Context: an optimization exercise on an open-source flow, tuned for small area, a short achievable clock period and few clock cycles per item. The choices shown serve that exercise and are no tape-out recipe.
At most, simulation tests tie the RTL to the original design; equivalence was not proved.

== delta ==
## ISR
module ISR(reset,
           value,
           clock,
           result,
           done
);
Size: roughly 120 flip-flops, ~99 I/O pins.
Settings: LEC_CHECK=0, CAP_MARGIN=20, CORE_MARGIN=2, CORE_UTILIZATION=40, PLACE_DENSITY=0.6, SLEW_MARGIN=20; clock period 10.0 ns.
standard.sh (not shown) runs the stock make flow with config.mk's settings and CLKGATE_MAP_FILE= SYNTH_SCRIPT=/design/flow/synth_recipe.tcl, a recipe that flattens the netlist after the stock synthesis.
==> flow/flow/run.sh <==
#!/bin/bash
bash standard.sh BUFFER_PORTS_ARGS="-buffer_cell sky130_fd_sc_hd__buf_2" SETUP_SLACK_MARGIN=6.5 ABC_AREA=1 CTS_BUF_LIST="sky130_fd_sc_hd__clkbuf_4 sky130_fd_sc_hd__clkbuf_8" finish > standard.log 2>&1
Testbench counts of delta, summed over its fixed seeds: cycles 7,200, items 480.
Inputs modified between delta and raven:
--- a/flow/design.v
+++ b/flow/design.v
@@ -4,19 +4,19 @@
            result,
            done
 );
   input wire reset;
   input wire [63:0] value;
   input wire clock;
   output wire [31:0] result;
   output wire done;
   reg  [55:0] d;       
-  reg  [30:0] r;       
+  reg  [31:0] r;       
   reg  [31:0] q;       
   reg  [3:0]  cnt;     
   reg         fin;
   wire [7:0] vt = value[63:56];
   reg  [3:0] q0;
   reg  [4:0] r0;
   always @* begin
     case (vt)
       8'd0: begin q0 = 4'd0; r0 = 5'd0; end
@@ -271,50 +271,48 @@
       8'd249: begin q0 = 4'd15; r0 = 5'd24; end
       8'd250: begin q0 = 4'd15; r0 = 5'd25; end
       8'd251: begin q0 = 4'd15; r0 = 5'd26; end
       8'd252: begin q0 = 4'd15; r0 = 5'd27; end
       8'd253: begin q0 = 4'd15; r0 = 5'd28; end
       8'd254: begin q0 = 4'd15; r0 = 5'd29; end
       8'd255: begin q0 = 4'd15; r0 = 5'd30; end
     endcase
   end
-  wire [29:0] qs = q[29:0];
-  wire [34:0] x  = {r, d[55:52]};             
+  wire        s  = ~r[31];
+  wire [31:0] qx = {2'b00, q[29:0]} ^ {32{s}};
+  wire [33:0] x  = {r[29:0], d[55:52]};
   wire [33:0] t1;
-  prefix_add #(.W(34), .KIND(0)) u_t1(.a({1'b0, x[34:2]}), .b(~{2'b00, qs, 2'b01}), .ci(1'b1), .y(t1));
-  wire        ge1 = ~t1[33];
-  wire [35:0] t2a;
-  prefix_add #(.W(36), .KIND(0)) u_t2a(.a({1'b0, x}), .b(~{3'b000, qs, 3'b001}), .ci(1'b1), .y(t2a));
-  wire        ge2a = ~t2a[35];
-  wire [35:0] m1 = {~{2'b00, qs}, 4'b1111};
-  wire [35:0] m2 = {~{3'b000, qs}, 3'b000};
-  wire [35:0] xe = {1'b0, x};
-  wire [35:0] cs = xe ^ m1 ^ m2;
-  wire [35:0] cc = (xe & m1) | (xe & m2) | (m1 & m2);
-  wire [35:0] t2b;
-  prefix_add #(.W(36), .KIND(0)) u_t2b(.a(cs), .b({cc[34:0], 1'b0}), .ci(1'b0), .y(t2b));
-  wire        ge2b = ~t2b[35];
-  wire        ge2 = ge1 ? ge2b : ge2a;
-  wire [30:0] r1 = ge1 ? (ge2 ? t2b[30:0] : {t1[28:0], x[1:0]})
-                       : (ge2 ? t2a[30:0] : x[30:0]);
+  prefix_add #(.W(34), .KIND(0)) u_t1(.a({r[31:0], d[55:54]}), .b({qx, 2'b11}), .ci(1'b0), .y(t1));
+  wire        b1 = ~t1[33];
+  wire [33:0] tn;
+  prefix_add #(.W(34), .KIND(0)) u_tn(.a(x), .b({qx[30:0], 3'b111}), .ci(1'b0), .y(tn));
+  wire [33:0] m1 = {qx[29:0], 4'b1111};
+  wire [33:0] m2 = {qx[30:0], 3'b000};
+  wire [33:0] cs = x ^ m1 ^ m2;
+  wire [33:0] cc = (x & m1) | (x & m2) | (m1 & m2);
+  wire [33:0] tf;
+  prefix_add #(.W(34), .KIND(0)) u_tf(.a(cs), .b({cc[32:0], 1'b0}), .ci(1'b0), .y(tf));
+  wire        far = ~(b1 ^ s);
+  wire [33:0] rn = far ? tf : tn;
+  wire        b2 = ~rn[33];
   always @(posedge clock) begin
     if (reset) begin
       d   <= value[55:0];
-      r   <= {26'd0, r0};
+      r   <= {27'd0, r0};
       q   <= {28'd0, q0};
       cnt <= 4'd14;
       fin <= 1'b0;
     end else begin
       d   <= {d[51:0], 4'b0000};
-      r   <= r1;
+      r   <= rn[31:0];
       cnt <= cnt - 4'd1;
       if (!fin) begin
-        q   <= {q[29:0], ge1, ge2};
+        q   <= {q[29:0], b1, b2};
         if (cnt == 4'd1) fin <= 1'b1;
       end
     end
   end
   assign result = q;
   assign done   = fin;
 endmodule
 module prefix_add #(parameter W = 8, parameter KIND = 0)
   (input wire [W-1:0] a, input wire [W-1:0] b, input wire ci,
### Flow results
raven against delta: longest individual stage delay on the worst path shows an increase of 210 ps, count of nets after finishing shows a reduction of 91, buffer count excluding the clock tree in the final layout shows an increase of 37, area of all placed cells without fillers shows an increase of about 2.7%. | final critical-path share of the clock period | raven vs delta | 2.0 points higher |.
Only the layout flow was run in raven; the RTL was not checked for function there.

* * *

== the previous run ==
Another version of the RTL of ISR (not shown whole).
Size: roughly 1400 cells after synthesis, about 130 flip-flops, ~99 I/O pins, about 10000 um2 of cells after synthesis.
==> module ISR, before the edit <==
module ISR(reset,
           value,
           clock,
           result,
           done
);
  input wire reset;
  input wire [63:0] value;
  input wire clock;
  output wire [31:0] result;
  output wire done;
  reg  [59:0] d;       
  reg  [30:0] r;       
  reg  [31:0] q;       
  reg  [3:0]  cnt;     
  reg         fin;
  reg         lead;    
  wire [3:0] vt = value[63:60];
  reg  [1:0] q0;
  reg  [2:0] r0;
  wire [4:0] ge;
  assign ge[0] = 1'b1;
  assign ge[4] = 1'b0;
  assign ge[1] = vt >= 4'd1;
  assign ge[2] = vt >= 4'd4;
  assign ge[3] = vt >= 4'd9;
  integer kk;
  always @* begin
    q0 = 2'd0;
    r0 = 3'd0;
    for (kk = 1; kk < 4; kk = kk + 1)
      if (ge[kk]) q0 = kk;
    for (kk = 0; kk < 4; kk = kk + 1)
      if (ge[kk] & ~ge[kk + 1]) r0 = r0 | (vt[2:0] - kk * kk);
  end
  wire [29:0] qs = q[29:0];
  wire [34:0] x  = {r, d[59:56]};             
  wire [33:0] t1;
  prefix_add #(.W(34), .KIND(0)) u_t1(.a({1'b0, x[34:2]}), .b(~{2'b00, qs, 2'b01}), .ci(1'b1), .y(t1));
  wire        ge1 = ~t1[33];
  wire [35:0] t2a;
  prefix_add #(.W(36), .KIND(0)) u_t2a(.a({1'b0, x}), .b(~{3'b000, qs, 3'b001}), .ci(1'b1), .y(t2a));
  wire        ge2a = ~t2a[35];
  wire [35:0] m1 = {~{2'b00, qs}, 4'b1111};
  wire [35:0] m2 = {~{3'b000, qs}, 3'b000};
  wire [35:0] xe = {1'b0, x};
  wire [35:0] cs = xe ^ m1 ^ m2;
  wire [35:0] cc = (xe & m1) | (xe & m2) | (m1 & m2);
  wire [35:0] t2b;
  prefix_add #(.W(36), .KIND(0)) u_t2b(.a(cs), .b({cc[34:0], 1'b0}), .ci(1'b0), .y(t2b));
  wire        ge2b = ~t2b[35];
  wire        ge2 = ge1 ? ge2b : ge2a;
  wire [30:0] r1 = ge1 ? (ge2 ? t2b[30:0] : {t1[28:0], x[1:0]})
                       : (ge2 ? t2a[30:0] : x[30:0]);
  wire        skip = lead && (d[59:44] == 16'd0) && (cnt > 4'd4);
  always @(posedge clock) begin
    if (reset) begin
      d   <= value[59:0];
      r   <= {28'd0, r0};
      q   <= {30'd0, q0};
      cnt <= 4'd15;
      fin <= 1'b0;
      lead <= (vt == 4'd0);
    end else begin
      d   <= skip ? {d[43:0], 16'd0} : {d[55:0], 4'b0000};
      lead <= lead && (d[59:56] == 4'd0);
      r   <= r1;
      cnt <= cnt - (skip ? 4'd4 : 4'd1);
      if (!fin) begin
        q   <= {q[29:0], ge1, ge2};
        if (cnt == 4'd1) fin <= 1'b1;
      end
    end
  end
  assign result = q;
  assign done   = fin;
endmodule
==> flow/config.mk <==
export PLATFORM = sky130hd
export DESIGN_NAME = ISR
export DESIGN_NICKNAME = ISR
export VERILOG_FILES = /design/flow/design.v
export SDC_FILE = /design/flow/constraint.sdc
export NUM_CORES = 4
export LEC_CHECK = 0
export CAP_MARGIN = 20
export CORE_MARGIN = 2
export CORE_UTILIZATION = 40
export PLACE_DENSITY = 0.6
export SLEW_MARGIN = 20
==> flow/constraint.sdc <==
create_clock -name core_clock -period 10.0 [get_ports {clock}]
set_input_delay 2.0000 -clock core_clock [delete_from_list [all_inputs] [get_ports {clock}]]
set_output_delay 2.0000 -clock core_clock [all_outputs]
set_load 0.01 [all_outputs]
==> flow/flow/run.sh <==
#!/bin/bash
bash standard.sh BUFFER_PORTS_ARGS="-buffer_cell sky130_fd_sc_hd__buf_1" SETUP_SLACK_MARGIN=6.5 ABC_AREA=1 CTS_BUF_LIST="sky130_fd_sc_hd__clkbuf_4 sky130_fd_sc_hd__clkbuf_8" finish > standard.log 2>&1
> inputs changed (the previous run -> the current run)
--- a/flow/design.v
+++ b/flow/design.v
@@ -52,8 +52,9 @@
   wire        ge2 = ge1 ? ge2b : ge2a;
   wire [30:0] r1 = ge1 ? (ge2 ? t2b[30:0] : {t1[28:0], x[1:0]})
                        : (ge2 ? t2a[30:0] : x[30:0]);
   wire        skip = lead && (d[59:44] == 16'd0) && (cnt > 4'd4);
+  wire        skip2 = !skip && lead && (d[59:52] == 8'd0) && (cnt > 4'd2);
   always @(posedge clock) begin
     if (reset) begin
       d   <= value[59:0];
       r   <= {28'd0, r0};
@@ -61,12 +62,12 @@
       cnt <= 4'd15;
       fin <= 1'b0;
       lead <= (vt == 4'd0);
     end else begin
-      d   <= skip ? {d[43:0], 16'd0} : {d[55:0], 4'b0000};
+      d   <= skip ? {d[43:0], 16'd0} : skip2 ? {d[51:0], 8'd0} : {d[55:0], 4'b0000};
       lead <= lead && (d[59:56] == 4'd0);
       r   <= r1;
-      cnt <= cnt - (skip ? 4'd4 : 4'd1);
+      cnt <= cnt - (skip ? 4'd4 : skip2 ? 4'd2 : 4'd1);
       if (!fin) begin
         q   <= {q[29:0], ge1, ge2};
         if (cnt == 4'd1) fin <= 1'b1;
       end
--- outcome ---
- Looking at met3 wirelength from detailed routing, the current run sits 13% below the previous run.
- Looking at cell area across the current run and the previous run, the one that comes out lower is the previous run.
- The current run vs the previous run: worst setup slack after layout up in the current run
- The previous run → the current run: met2 capacity usage during global routing roughly the same, achievable clock frequency higher, post-CTS repair timing setup buffer count higher, site row count higher.
- Changes observed in the current run relative to the previous run: remaining max-slew budget at the tightest pin fell 24 points; global-route usage over all layers has decreased.
No functional check of the RTL was part of any run of this note.

* * *

== v6 ==
Another version of the RTL of ISR (not shown whole).
Size: about 130 flip-flops.
==> module ISR, before the edit <==
module ISR(reset,
           value,
           clock,
           result,
           done
);
  input wire reset;
  input wire [63:0] value;
  input wire clock;
  output wire [31:0] result;
  output wire done;
  reg  [59:0] d;       
  reg  [30:0] r;       
  reg  [31:0] q;       
  reg  [3:0]  cnt;     
  reg         fin;
  reg         lead;    
  wire [3:0] vt = value[63:60];
  reg  [1:0] q0;
  reg  [2:0] r0;
  wire [4:0] ge;
  assign ge[0] = 1'b1;
  assign ge[4] = 1'b0;
  assign ge[1] = vt >= 4'd1;
  assign ge[2] = vt >= 4'd4;
  assign ge[3] = vt >= 4'd9;
  integer kk;
  always @* begin
    q0 = 2'd0;
    r0 = 3'd0;
    for (kk = 1; kk < 4; kk = kk + 1)
      if (ge[kk]) q0 = kk;
    for (kk = 0; kk < 4; kk = kk + 1)
      if (ge[kk] & ~ge[kk + 1]) r0 = r0 | (vt[2:0] - kk * kk);
  end
  wire [29:0] qs = q[29:0];
  wire [34:0] x  = {r, d[59:56]};             
  wire [33:0] t1;
  prefix_add #(.W(34), .KIND(1)) u_t1(.a({1'b0, x[34:2]}), .b(~{2'b00, qs, 2'b01}), .ci(1'b1), .y(t1));
  wire        ge1 = ~t1[33];
  wire [35:0] t2a;
  prefix_add #(.W(36), .KIND(1)) u_t2a(.a({1'b0, x}), .b(~{3'b000, qs, 3'b001}), .ci(1'b1), .y(t2a));
  wire        ge2a = ~t2a[35];
  wire [35:0] m1 = {~{2'b00, qs}, 4'b1111};
  wire [35:0] m2 = {~{3'b000, qs}, 3'b000};
  wire [35:0] xe = {1'b0, x};
  wire [35:0] cs = xe ^ m1 ^ m2;
  wire [35:0] cc = (xe & m1) | (xe & m2) | (m1 & m2);
  wire [35:0] t2b;
  prefix_add #(.W(36), .KIND(1)) u_t2b(.a(cs), .b({cc[34:0], 1'b0}), .ci(1'b0), .y(t2b));
  wire        ge2b = ~t2b[35];
  wire        ge2 = ge1 ? ge2b : ge2a;
  wire [30:0] r1 = ge1 ? (ge2 ? t2b[30:0] : {t1[28:0], x[1:0]})
                       : (ge2 ? t2a[30:0] : x[30:0]);
  wire        skip = lead && (d[59:44] == 16'd0) && (cnt > 4'd4);
  always @(posedge clock) begin
    if (reset) begin
      d   <= value[59:0];
      r   <= {28'd0, r0};
      q   <= {30'd0, q0};
      cnt <= 4'd15;
      fin <= 1'b0;
      lead <= (vt == 4'd0);
    end else begin
      d   <= skip ? {d[43:0], 16'd0} : {d[55:0], 4'b0000};
      lead <= lead && (d[59:56] == 4'd0);
      r   <= r1;
      cnt <= cnt - (skip ? 4'd4 : 4'd1);
      if (!fin) begin
        q   <= {q[29:0], ge1, ge2};
        if (cnt == 4'd1) fin <= 1'b1;
      end
    end
  end
  assign result = q;
  assign done   = fin;
endmodule
==> flow/config.mk <==
export PLATFORM = sky130hd
export DESIGN_NAME = ISR
export DESIGN_NICKNAME = ISR
export VERILOG_FILES = /design/flow/design.v
export SDC_FILE = /design/flow/constraint.sdc
export NUM_CORES = 4
export LEC_CHECK = 0
export CAP_MARGIN = 20
export CORE_MARGIN = 2
export CORE_UTILIZATION = 40
export PLACE_DENSITY = 0.6
export SLEW_MARGIN = 20
==> flow/constraint.sdc <==
create_clock -name core_clock -period 10.0 [get_ports {clock}]
set_input_delay 2.0000 -clock core_clock [delete_from_list [all_inputs] [get_ports {clock}]]
set_output_delay 2.0000 -clock core_clock [all_outputs]
set_load 0.01 [all_outputs]
Scripts as last shown in full above: flow/flow/run.sh
v6 went all the way through synthesis, placement and routing and the layout is clean on timing, DRC and antenna.
Relative to v6, the following input files were edited for v7:
--- a/flow/design.v
+++ b/flow/design.v
@@ -35,20 +35,20 @@
   end
   wire [29:0] qs = q[29:0];
   wire [34:0] x  = {r, d[59:56]};             
   wire [33:0] t1;
-  prefix_add #(.W(34), .KIND(1)) u_t1(.a({1'b0, x[34:2]}), .b(~{2'b00, qs, 2'b01}), .ci(1'b1), .y(t1));
+  prefix_add #(.W(34), .KIND(3)) u_t1(.a({1'b0, x[34:2]}), .b(~{2'b00, qs, 2'b01}), .ci(1'b1), .y(t1));
   wire        ge1 = ~t1[33];
   wire [35:0] t2a;
-  prefix_add #(.W(36), .KIND(1)) u_t2a(.a({1'b0, x}), .b(~{3'b000, qs, 3'b001}), .ci(1'b1), .y(t2a));
+  prefix_add #(.W(36), .KIND(3)) u_t2a(.a({1'b0, x}), .b(~{3'b000, qs, 3'b001}), .ci(1'b1), .y(t2a));
   wire        ge2a = ~t2a[35];
   wire [35:0] m1 = {~{2'b00, qs}, 4'b1111};
   wire [35:0] m2 = {~{3'b000, qs}, 3'b000};
   wire [35:0] xe = {1'b0, x};
   wire [35:0] cs = xe ^ m1 ^ m2;
   wire [35:0] cc = (xe & m1) | (xe & m2) | (m1 & m2);
   wire [35:0] t2b;
-  prefix_add #(.W(36), .KIND(1)) u_t2b(.a(cs), .b({cc[34:0], 1'b0}), .ci(1'b0), .y(t2b));
+  prefix_add #(.W(36), .KIND(3)) u_t2b(.a(cs), .b({cc[34:0], 1'b0}), .ci(1'b0), .y(t2b));
   wire        ge2b = ~t2b[35];
   wire        ge2 = ge1 ? ge2b : ge2a;
   wire [30:0] r1 = ge1 ? (ge2 ? t2b[30:0] : {t1[28:0], x[1:0]})
                        : (ge2 ? t2a[30:0] : x[30:0]);
### Flow results
Against v6 as the reference, v7 delivers a higher area overhead of the layout relative to synthesis.
For v6, the combinational family with the most area after synthesis was simple AND/OR/NAND/NOR gates, unlike v7, where it was adder cells.
Of v6 and v7, v6 shows the lower met2 track utilization from global routing, with v7 above it.
Going from v6 to v7, final standard cell count with taps included and fillers excluded shrinks by 264.
Compared v7 vs v6, and cell count of the worst reg-to-reg path is down in v7.
Of v6 and v7, the lower full die area belongs to v7.
v7 ended with less post-synthesis cell count than v6.
No run of this note included a check of the RTL's function; only the layout flow was run.

[static timing again, ports no longer ideal]
The results above use ideal ports. As a check the final layouts listed here were re-extracted and re-timed, cells and wires unchanged.
Step 1 assumes that a clkbuf_16 drives the clock port and a buf_2 every other input.
Step 2 adds t to the input delays and takes it off the output delays; t is the mean of the earliest and latest rising clock arrival at the registers after step 1. Input paths then give back, and output paths get back, about the clock's delay inside the block.
Slacks: ideal ports / drivers / drivers and shift; pairs: ideal ports / drivers.
| run | t (ns) | slack for setup (ns) | hold WS [ns] |
|---|---|---|---|
| delta | 0.489 | 6.641 / 6.658 / 6.175 | 0.411 / 0.411 / 0.411 |
| raven | 0.494 | 6.436 / 6.436 / 6.044 | 0.424 / 0.424 / 0.424 |
| the previous run | 0.499 | 6.633 / 6.592 / 6.249 | 0.464 / 0.464 / 0.464 |
| the current run | 0.518 | 6.655 / 6.655 / 6.303 | 0.470 / 0.470 / 0.470 |
| v6 | 0.502 | 6.685 / 6.685 / 6.494 | 0.445 / 0.445 / 0.445 |
| v7 | 0.505 | 6.648 / 6.664 / 6.169 | 0.465 / 0.465 / 0.465 |
After both steps setup and hold are still met in every run listed. The setup slack of v7, which loses most, moves by +0.016 ns with the drivers and by -0.479 ns with both steps.
